This design comes from an exercise in tuning for small area on the open sky130 flow, not from production work. The RTL was checked by simulation tests, not by an equivalence proof against the original design. Power is estimated from default activity; no workload was simulated.

==> design/flow/design.v <==
`default_nettype none
module sd_crc16(
  input  wire       CLK,
  input  wire       IN,
  input  wire       DAT,
  input  wire       RUN,
  input  wire       END,
  output wire       OUT
);
reg  [15:0] crc;
assign OUT = DAT ? IN : crc[15];
wire fb = OUT ^ crc[15];
always @(posedge CLK)
  crc <= {crc[14] | END, crc[13], crc[12], (crc[11] ^ fb) & RUN, crc[10:6],
          crc[5] & RUN, crc[4] ^ fb, crc[3:0], fb};
endmodule
`default_nettype none
`timescale 1ns / 1ns
module sd_data_form
#(
parameter  [31:0] AVAIL_DATA_BITS      =  32'd4       
)
(
input  wire        SD_CLK,
input  wire        RST,
input  wire        SD_I_TRG,
output wire        SD_I_DONE,
input  wire        SD_I_PKT_RDY,
input  wire [ 63:0]SD_I_DAT,
output wire        SD_I_ACK,
input  wire        SD_I_FIRST,
input  wire        SD_I_LAST,
output wire [(AVAIL_DATA_BITS-'d1):0]SD_O_DAT,
output wire        SD_OE
);
reg         x, y, z;
reg  [  3:0]cnt;
wire        c15  = &cnt;
wire        s_data = x & y & ~z;
wire        s_crc  = x & z;
always @(posedge SD_CLK or posedge RST)
if (RST) begin
  x <= 1'b0; y <= 1'b0; z <= 1'b0;
end else begin
  x <= x ? ~(z & c15) : (z & SD_I_PKT_RDY);
  y <= x & (y | c15);
  z <= x ? (y & (z ? (~c15 | SD_I_TRG) : (c15 & SD_I_LAST)))
         : (z ? ~SD_I_PKT_RDY : SD_I_TRG);
end
always @(posedge SD_CLK)
  cnt <= x ? cnt + 4'd1 : 4'd12;
wire [  3:0]nib = SD_I_DAT[{cnt[3:1], ~cnt[0], 2'b00} +: 4];
genvar i;
generate for (i = 0; i < 4; i = i + 1) begin : lane
  sd_crc16 dat_crc(.CLK(SD_CLK), .IN(nib[i]), .DAT(s_data), .RUN(x & y),
                   .END(s_crc & c15), .OUT(SD_O_DAT[i]));
end endgenerate
assign SD_OE     = y | (x & c15);
assign SD_I_DONE = ~x & y;
assign SD_I_ACK  = s_data & c15;
endmodule
==> design/flow/flow/run.sh <==
#!/bin/bash
# The standard layout (standard.sh), with these changes:
#  - synthesis maps the logic with several area-oriented ABC scripts and keeps
#    the smallest result (flow/abc_multi.tcl) instead of ORFS's one script;
#    everything else in the standard flow's synthesis script is kept, so the registers are
#    the standard synthesis's;
#  - the port buffers are the smallest buffer, sky130_fd_sc_hd__buf_1;
#  - yosys inserts no buffers on ports (SYNTH_INSBUF=0);
#  - CTS uses sky130_fd_sc_hd__clkbuf_4 and no dummy loads.
# Each tool's output is in the ORFS logs (orfs/logs/); make's in standard.log.
set -euo pipefail
W=$(pwd)
mkdir -p abc_scripts
i=0
for s in 0 1 2 3 4 5 6 7; do
  for d in "dch" "dch -f"; do
    printf '&get -n\n&deepsyn -J 50 -S %s -T 20\n&put\n%s\namap -F 4 -A 10\n' "$s" "$d" \
      > abc_scripts/s$i.abc
    i=$((i + 1))
  done
done
printf 'strash\ndch\namap -F 4 -A 10\n' > abc_scripts/s$i.abc; i=$((i + 1))
printf 'strash\ndch -f\namap -F 4 -A 10\n' > abc_scripts/s$i.abc
{
  printf 'set ::abc_scripts [lsort -dictionary [glob %s/abc_scripts/*.abc]]\n' "$W"
  cat flow/abc_multi.tcl
  cat synth_recipe.tcl
} > flow_synth.tcl
bash standard.sh finish SYNTH_SCRIPT="$W/flow_synth.tcl" SYNTH_INSBUF=0 \
  BUFFER_PORTS_ARGS="-buffer_cell sky130_fd_sc_hd__buf_1" \
  CTS_ARGS="-sink_clustering_enable -repair_clock_nets -dont_use_dummy_load -buf_list sky130_fd_sc_hd__clkbuf_4" \
  > standard.log 2>&1
==> design/flow/flow/abc_multi.tcl <==
# Area-oriented replacement of the abc command ORFS's synthesis calls: maps the
# logic with each script in abc_scripts and keeps the smallest result.
proc abc {args} {
  set libs {}
  for {set i 0} {$i < [llength $args]} {incr i} {
    if {[lindex $args $i] eq "-liberty"} { lappend libs -liberty [lindex $args [expr {$i + 1}]] }
  }
  set si [lsearch -exact $args -script]
  yosys design -save abc_multi_in
  set best_area ""
  set best_script ""
  foreach script $::abc_scripts {
    yosys design -load abc_multi_in
    set a $args
    lset a [expr {$si + 1}] $script
    yosys abc {*}$a
    set rpt [yosys tee -q -s result.string stat {*}$libs]
    set area ""
    regexp {Chip area for (?:top )?module[^:]*:\s*([0-9.eE+]+)} $rpt -> area
    puts "abc_multi: $script area $area"
    if {$area ne "" && ($best_area eq "" || $area < $best_area)} {
      set best_area $area
      set best_script $script
      yosys design -save abc_multi_best
    }
  }
  puts "abc_multi: kept $best_script area $best_area"
  yosys design -load abc_multi_best
}
==> design/flow/standard.sh <==
#!/bin/bash
# synth_recipe.tcl (not shown) runs the flow's synth.tcl, then flattens the netlist and writes it again
# the make line also repeats each setting of config.mk as NAME=value (left out here)
make -C /OpenROAD-flow-scripts/flow DESIGN_CONFIG=/design/flow/config.mk WORK_HOME=/design/flow/orfs CLKGATE_MAP_FILE= SYNTH_SCRIPT=/design/flow/synth_recipe.tcl "${@:-finish}"
==> design/flow/config.mk <==
export PLATFORM = sky130hd
export DESIGN_NAME = sd_data_form
export DESIGN_NICKNAME = sd_data_form
export VERILOG_FILES = /design/flow/design.v
export SDC_FILE = /design/flow/constraint.sdc
export NUM_CORES = 4
export LEC_CHECK = 0
export CAP_MARGIN = 20
export CORE_MARGIN = 2
export CORE_UTILIZATION = 40
export GPL_TIMING_DRIVEN = 0
export SLEW_MARGIN = 20
==> design/flow/constraint.sdc <==
create_clock -name core_clock -period 5.0 [get_ports {SD_CLK}]
set_input_delay 1.0000 -clock core_clock [delete_from_list [all_inputs] [get_ports {SD_CLK}]]
set_output_delay 1.0000 -clock core_clock [all_outputs]
set_load 0.01 [all_outputs]
==> flow_summary.toml, run 1 <==
[layout]
drive_above_1_share_pct = 3.19
fill_cells = 515
postLayoutCellArea_um2 = 2590
area_delta_synth_final_pct = 20.3
antenna_cells = 0
final_nets = 355
fin_cells = 352

[placed_design]
place.gp.congestion = 0.767
dp_hpwl_um = 3430
dpl_cell_area_um2 = 2520
portBuffers = 75
dp_cells = 343

[power_and_ir_drop]
power_density_nw_per_um2 = 576
p_int_w = 0.000971
irDropWorstVdd_mv = 0.250
p_seq_share_pct = 51.5
p_sw_share_pct = 34.8
p_comb_share_pct = 32.5
p_leak_nw = 0.952
finalPower_w = 0.00149
power.share.clock_pct = 16.0
switchingPower_w = 0.000518

[sta]
fmaxAchievable_mhz = 248
fin_skew_ns = 0.0322
relSlewSlack_pct = 46.9
fin_crit_sh_pct = 80.5
period_needed_ns = 4.03
slew_viol_final = 0
worst_slew_pin_slew_ns = 0.794
hold_violations = 0
fin_setup_tns_ns = 0
rsz0062_at_grt = "false"
setup_viol = 0

[detailed_routing]
num_vias = 1743
routedWlPerCell_um = 12.8
drc = 0
drt_first_pass_iters = 4
avgViaCountPerCell = 4.95
ant_nets = 0
wirelength_um = 4500
drt_iter0_markers = 77

[die]
die_y_um = 77.3
start_util_pct = 41.8
die_x_um = 77.3
io_pins = 77
dieArea_um2 = 5980
floorplan.rows = 26
core_um2 = 5140

[critical_path]
cp_max_fo = 12
critPathKind = "flop to output port"
rr_endpoint = "lane[0].dat_crc.crc[12]"
reg2reg_from = "cnt[0]"
critPathArrivalTime_ns = 3.03
required_ns = 4.00
start_kind = "flop"
reg2regPathDepth = 10
crit_end = "SD_O_DAT[0]"
crit_start = "cnt[0]"
end_kind = "output port"
r2r_slack_ns = 1.83

[clock_network]
clk_path_buf_depth = 2
cts_tree = "built"
clock_tree.root_cell = "clkbuf_4"
postCtsResizedCells = 0
post_cts_buffers = 0
cts.sinks = 71
path_clk_slew_ns = 0.12
clock_latency_ns = 0.39
cts_buffers = 9
hold_buffers = 0
htree_levels = 3

[global_route]
grt_max_degree = 13
first_global_vias = 1602
antenna_found_initial = 0
overflow = 0
globalRouteTotalUtil_pct = 15.8
grt_pass1_wl_um = 7250

[min_path]
worstHoldPathType = "flop to flop"

[synthesis]
ys_seq_elements = 71
synthTopCellsByArea = "dfxtp_1 63%, a222oi_1 4.7%, nor2_1 3.7%"
synth_area_um2 = 2150
synthCells = 198
synth_fp_nets = 269
synth_top_area_cell = "dfxtp_1"
avgSynthCellArea_um2 = 10.9
synth_top_area_share_pct = 63.3
ys.warnings.count = 2
ys_types = 21
synth.yosys.seq_area_share_pct = 66.8

[run_status]
status = "finished clean"

[job]
maxCapViolCount = 0
layout make-up:
cell class                 count  area [um2]  share of cell area [%]
inverter                      16        60.1                    2.32
sequential                    71        1440                    55.5
multi-input combinational    111         654                    25.3
timing repair buffer          75         282                    10.9
tap                           70        87.6                    3.38
clock buffer                   9        67.6                    2.61
synthesized netlist by cell type:
cell,number
ha_1,1
nor2b_1,7
clkinv_1,16
nand3_1,1
o311ai_0,4
o221ai_1,3
a21o_1,1
or2_0,4
nand2_1,11
o21ai_0,12
a222oi_1,10
dfrtp_1,3
nor3_1,3
a32oi_1,5
nor4_1,1
nor2_1,21
o22ai_1,9
a22oi_1,2
o211ai_1,1
a21oi_1,15
dfxtp_1,68
kinds of logic (layout without fill, tap and decap cells):
group | after synthesis | after routing | synth area share, %
and+or+nand+nor | 48 | 48 | 10.0
buffers and inverters | 16 | 100 | 2.79
adders and majority gates | 1 | 1 | 0.582
DFF | 71 | 71 | 66.8
AOI/OAI and AO/OA | 62 | 62 | 19.8
metrics by stage:
step	setup slack (ns)	hold WS, ns	util [%]
2_1_floorplan	1.96	0.310	-
3_3_place_gp	1.30	0.310	49.0
3_5_place_dp	1.34	0.312	49.0
4_1_cts	0.916	0.318	50.3
5_1_grt	0.474	0.316	50.3
6_report	0.973	0.311	50.3
registers in the layout (all words and copies together), names as in the netlist:
name              cells
x                     1
z                     1
cnt                   4
y                     1
lane.dat_crc.crc     64
layer usage:
layer  vias up  track usage [%]  wire [um]
met5         -                0          0
met4         0             7.14         63
met3         6             7.21        434
met2        75             25.7       2050
met1       774             17.6       1950
li1        888                -          -
power by group through the flow:
stage	Clock [W]	Sequential, W	Combinational (W)
global placement	0	0.000777	0.000490
floorplan	0	0.000764	0.000353
CTS	0.000250	0.000770	0.000492
finish	0.000238	0.000767	0.000485
detailed placement	0	0.000782	0.000487
global route	0.000274	0.000784	0.000561
worst min path at each step:
stage | from | end | slack [ns] | cells after the start
detailed placement | lane[2].dat_crc.crc[2] | lane[2].dat_crc.crc[3] | 0.31 | 0
finish | lane[3].dat_crc.crc[10] | lane[3].dat_crc.crc[11] | 0.31 | 0
floorplan | lane[0].dat_crc.crc[9] | lane[0].dat_crc.crc[10] | 0.31 | 0
global route | lane[0].dat_crc.crc[10] | lane[0].dat_crc.crc[11] | 0.32 | 0
CTS | lane[0].dat_crc.crc[10] | lane[0].dat_crc.crc[11] | 0.32 | 0
global placement | lane[1].dat_crc.crc[9] | lane[1].dat_crc.crc[10] | 0.31 | 0
cell usage in the layout (no fill, tap or decap):
cell / instances
a21o_1: 1
a21oi_1: 15
a222oi_1: 10
a22oi_1: 2
a32oi_1: 5
buf_1: 75
clkbuf_4: 9
clkinv_1: 16
dfrtp_1: 3
dfxtp_1: 68
ha_1: 1
nand2_1: 11
nand3_1: 1
nor2_1: 21
nor2b_1: 7
nor3_1: 3
nor4_1: 1
o211ai_1: 1
o21ai_0: 12
o221ai_1: 3
o22ai_1: 9
o311ai_0: 4
or2_0: 4
critical path, cell delays in order (launching register included):
cell and delay, ns:
dfxtp_1 0.40, clkinv_1 0.11, nor2_1 0.63, clkinv_1 0.40, o221ai_1 0.27, nor2_1 0.06
o311ai_0 0.39, o21ai_0 0.22, buf_1 0.17
==> run 2: changes to the inputs <==
--- a/design/flow/flow/run.sh
+++ b/design/flow/flow/run.sh
@@ -5,7 +5,6 @@
 #    everything else in the standard flow's synthesis script is kept, so the registers are
 #    the standard synthesis's;
 #  - the port buffers are the smallest buffer, sky130_fd_sc_hd__buf_1;
-#  - yosys inserts no buffers on ports (SYNTH_INSBUF=0);
 #  - CTS uses sky130_fd_sc_hd__clkbuf_4 and no dummy loads.
 # Each tool's output is in the ORFS logs (orfs/logs/); make's in standard.log.
 set -euo pipefail
@@ -26,7 +25,7 @@
   cat flow/abc_multi.tcl
   cat synth_recipe.tcl
 } > flow_synth.tcl
-bash standard.sh finish SYNTH_SCRIPT="$W/flow_synth.tcl" SYNTH_INSBUF=0 \
+bash standard.sh finish SYNTH_SCRIPT="$W/flow_synth.tcl" \
   BUFFER_PORTS_ARGS="-buffer_cell sky130_fd_sc_hd__buf_1" \
-  CTS_ARGS="-sink_clustering_enable -repair_clock_nets -dont_use_dummy_load -buf_list sky130_fd_sc_hd__clkbuf_4" \
+  CTS_ARGS="-sink_clustering_enable -sink_clustering_size 80 -sink_clustering_max_diameter 500 -sink_clustering_levels 1 -dont_use_dummy_load -buf_list sky130_fd_sc_hd__clkbuf_16" \
   > standard.log 2>&1
--- a/design/flow/config.mk
+++ b/design/flow/config.mk
@@ -8,5 +8,4 @@
 export CAP_MARGIN = 20
 export CORE_MARGIN = 2
 export CORE_UTILIZATION = 40
-export GPL_TIMING_DRIVEN = 0
 export SLEW_MARGIN = 20
==> run 2 against run 1 <==
  * Via count decreased by 0.46%
  * Maximum frequency is 9.5% higher
  * Clock power grew 110%
  * Worst setup slack better by 0.35 ns
  * Clock skew is 0.024 ns lower
  * Global-route usage up 0.95 points
  * First-iteration DRC count rose by 13%
  * Wire length is 5.0% higher
  * Area after synthesis grew 1.4%
  * Sequential power rose by 0.5%
  * Still clean on timing, DRC and antenna
  * Non-clock buffer count up 4
  * Synthesized cell count up 2.0%
  * Largest power group unchanged
==> flow_summary.toml, run 2 <==
[global_route]
first_global_vias = 1701
grt_util_met3_pct = 7.09
use_met1_pct = 18.2
grt_pass1_wl_um = 7800
antenna_found_initial = 0
top_usage_layer = "met2"
grt_max_degree = 13
met2_usage_pct = 28.4
globalRouteTotalUtil_pct = 16.7
overflow = 0

[sta]
slew_viol_final = 0
relSlewSlack_pct = 65.1
worst_slew_pin_slew_ns = 0.523
rsz0062_at_grt = "false"
fin_skew_ns = 0.00839
setup_viol = 0
fmaxAchievable_mhz = 272
fin_crit_sh_pct = 73.6
fin_setup_tns_ns = 0
period_needed_ns = 3.68
hold_violations = 0

[critical_path]
reg2reg_from = "x"
crit_end = "SD_O_DAT[1]"
start_kind = "flop"
crit_start = "x"
critPathArrivalTime_ns = 2.68
end_kind = "output port"
reg2regPathDepth = 9
critPathKind = "flop to output port"
rr_endpoint = "lane[1].dat_crc.crc[12]"
required_ns = 4.00
r2r_slack_ns = 2.20
cp_max_fo = 8

[min_path]
hold_path_depth = 0
worstHoldPathType = "flop to flop"

[synthesis]
synthTopCellsByArea = "dfxtp_1 62%, a222oi_1 4.6%, nor2_1 3.6%"
synth.yosys.seq_area_share_pct = 65.9
synth-edff-count = 0
synthCells = 202
yosysMostFrequentCell = "dfxtp_1"
synth_top_area_share_pct = 62.4
synthFlopType = "dfxtp_1"
synth_top_area_cell = "dfxtp_1"
ys_seq_elements = 71
async_reset_ff_share_pct = 4.23
avgSynthCellArea_um2 = 10.8
synth_fp_nets = 273
ys.warnings.count = 2
synth_area_um2 = 2180
synthTopCellsByCount = "68 x dfxtp_1, 21 x nor2_1, 16 x clkinv_1"
ys_types = 22

[die]
die_y_um = 77.8
io_pins = 77
die_x_um = 77.8
floorplan.rows = 26
core_um2 = 5170
dieArea_um2 = 6060
start_util_pct = 42.2

[clock_network]
cts.sinks = 71
path_clk_slew_ns = 0.05
post_cts_buffers = 0
cts_buffers = 9
cts_tree = "built"
postCtsResizedCells = 0
clock_latency_ns = 0.31
htree_levels = 3
clock_tree.root_cell = "clkbuf_16"
hold_buffers = 0
clk_path_buf_depth = 2

[detailed_routing]
ant_nets = 0
drt_first_pass_iters = 4
routedWlPerCell_um = 13.3
drc = 0
avgViaCountPerCell = 4.87
wirelength_um = 4720
drt_iter0_markers = 87
num_vias = 1735

[layout]
reg_top3 = "lane.dat_crc.crc: 64 flops, cnt: 4 flops"
area_delta_synth_final_pct = 27.3
fill_cells = 495
final_nets = 359
largest_register = "lane.dat_crc.crc"
antenna_cells = 0
fin_cells = 356
postLayoutCoreUtil_pct = 53.7
drive_above_1_share_pct = 4.55
largest_register_ffs = 64
final_common_cell = "buf_1"
final_cell_mix = "75 x buf_1, 68 x dfxtp_1, 21 x nor2_1"

[placed_design]
place.gp.congestion = 0.738
dp_hpwl_um = 3540
dp_cells = 347
portBuffers = 75

[power_and_ir_drop]
power_density_nw_per_um2 = 643
finalPower_w = 0.00179
p_leak_nw = 1.04
irDropWorstVdd_mv = 0.307

[job]
maxCapViolCount = 0

[run_status]
status = "finished clean"
-- run 2: changes by cell type after synthesis --
cell | before | now
buf_4 | 0 | 4
-- run 2: report_power, final --
| part | switching, W | internal [W] | total, W |
|---|---|---|---|
| registers | 0.0000581 | 0.000713 | 0.000771 |
| clock network | 0.000182 | 0.000314 | 0.000495 |
| logic | 0.000322 | 0.000197 | 0.000519 |
-- run 2: logic make-up (layout without fill, tap and decap cells) --
| family | count (synthesis) | after routing | synth area share [%] |
|---|---|---|---|
| buffers and inverters | 20 | 104 | 4.13 |
| DFF | 71 | 71 | 65.9 |
| adders and majority gates | 1 | 1 | 0.574 |
| and+or+nand+nor | 48 | 48 | 9.87 |
| AOI/OAI and AO/OA | 62 | 62 | 19.6 |
-- run 2: final cells by class --
cell class | count | area [um2] | area share, %
flip-flops and latches | 71 | 1440 | 51.8
multi-input cells | 111 | 654 | 23.6
inverters | 16 | 60.1 | 2.16
clock buffers | 9 | 225 | 8.12
well taps | 70 | 87.6 | 3.16
repair buffers | 79 | 312 | 11.2
-- run 2: through the flow --
stage / instance area (um2) / setup slack (ns) / hold slack [ns]
3_3_place_gp: 2550 / 1.60 / 0.310
6_report: 2780 / 1.32 / 0.316
3_5_place_dp: 2550 / 1.55 / 0.312
5_1_grt: 2780 / 0.958 / 0.325
4_1_cts: 2780 / 1.22 / 0.321
2_1_floorplan: 2180 / 1.88 / 0.310
-- run 2: worst min-delay path by stage --
stage,startpoint,endpoint,slack [ns]
after floorplan,lane[0].dat_crc.crc[9],lane[0].dat_crc.crc[10],0.31
after global placement,lane[0].dat_crc.crc[8],lane[0].dat_crc.crc[9],0.31
after detailed placement,lane[1].dat_crc.crc[6],lane[1].dat_crc.crc[7],0.31
after CTS,lane[3].dat_crc.crc[10],lane[3].dat_crc.crc[11],0.32
after global routing,lane[1].dat_crc.crc[6],lane[1].dat_crc.crc[7],0.32
final,lane[2].dat_crc.crc[7],lane[2].dat_crc.crc[8],0.32
-- run 2: critical path: stages (launching register included) --
cell and delay [ns]:
dfrtp_1 0.44, clkinv_1 0.17, nor2_1 0.28, clkinv_1 0.34, nor2_1 0.48, o311ai_0 0.29
o21ai_0 0.19, buf_1 0.19
-- run 2: routing by layer --
| layer | up-vias | part of all wire [%] |
|---|---|---|
| met2 | 66 | 47 |
| met1 | 768 | 44 |
| li1 | 899 | - |
| met4 | 0 | 0.49 |
| met3 | 2 | 8.8 |
| met5 | - | 0 |

[separate check: timing with driven ports]
Ports are ideal in the flow. The routed layouts listed here were re-timed in OpenROAD. Step 1: set_driving_cell puts a clkbuf_16 on SD_CLK and a buf_2 on each other input, an assumption about the parent block. Step 2 adds t to the input delays and takes it off the output delays; t is the mean of the earliest and latest rising clock arrival at the registers after step 1. Input paths then give back, and output paths get back, about the clock's delay inside the block. a / b / c = no drivers / after step 1 / after step 2; a / b = the first two.
| run | t, ns | setup slack, ns | worst setup path after step 2 | clock arrival spread, ns | pins driven straight from the clock port |
|---|---|---|---|---|---|
| run 1 | 0.398 | 0.973 / 0.951 / 1.350 | register to output | 0.035 / 0.035 | 1 |
| run 2 | 0.337 | 1.321 / 1.292 / 1.629 | register to output | 0.010 / 0.010 | 1 |
After both steps every run listed still meets setup and hold.
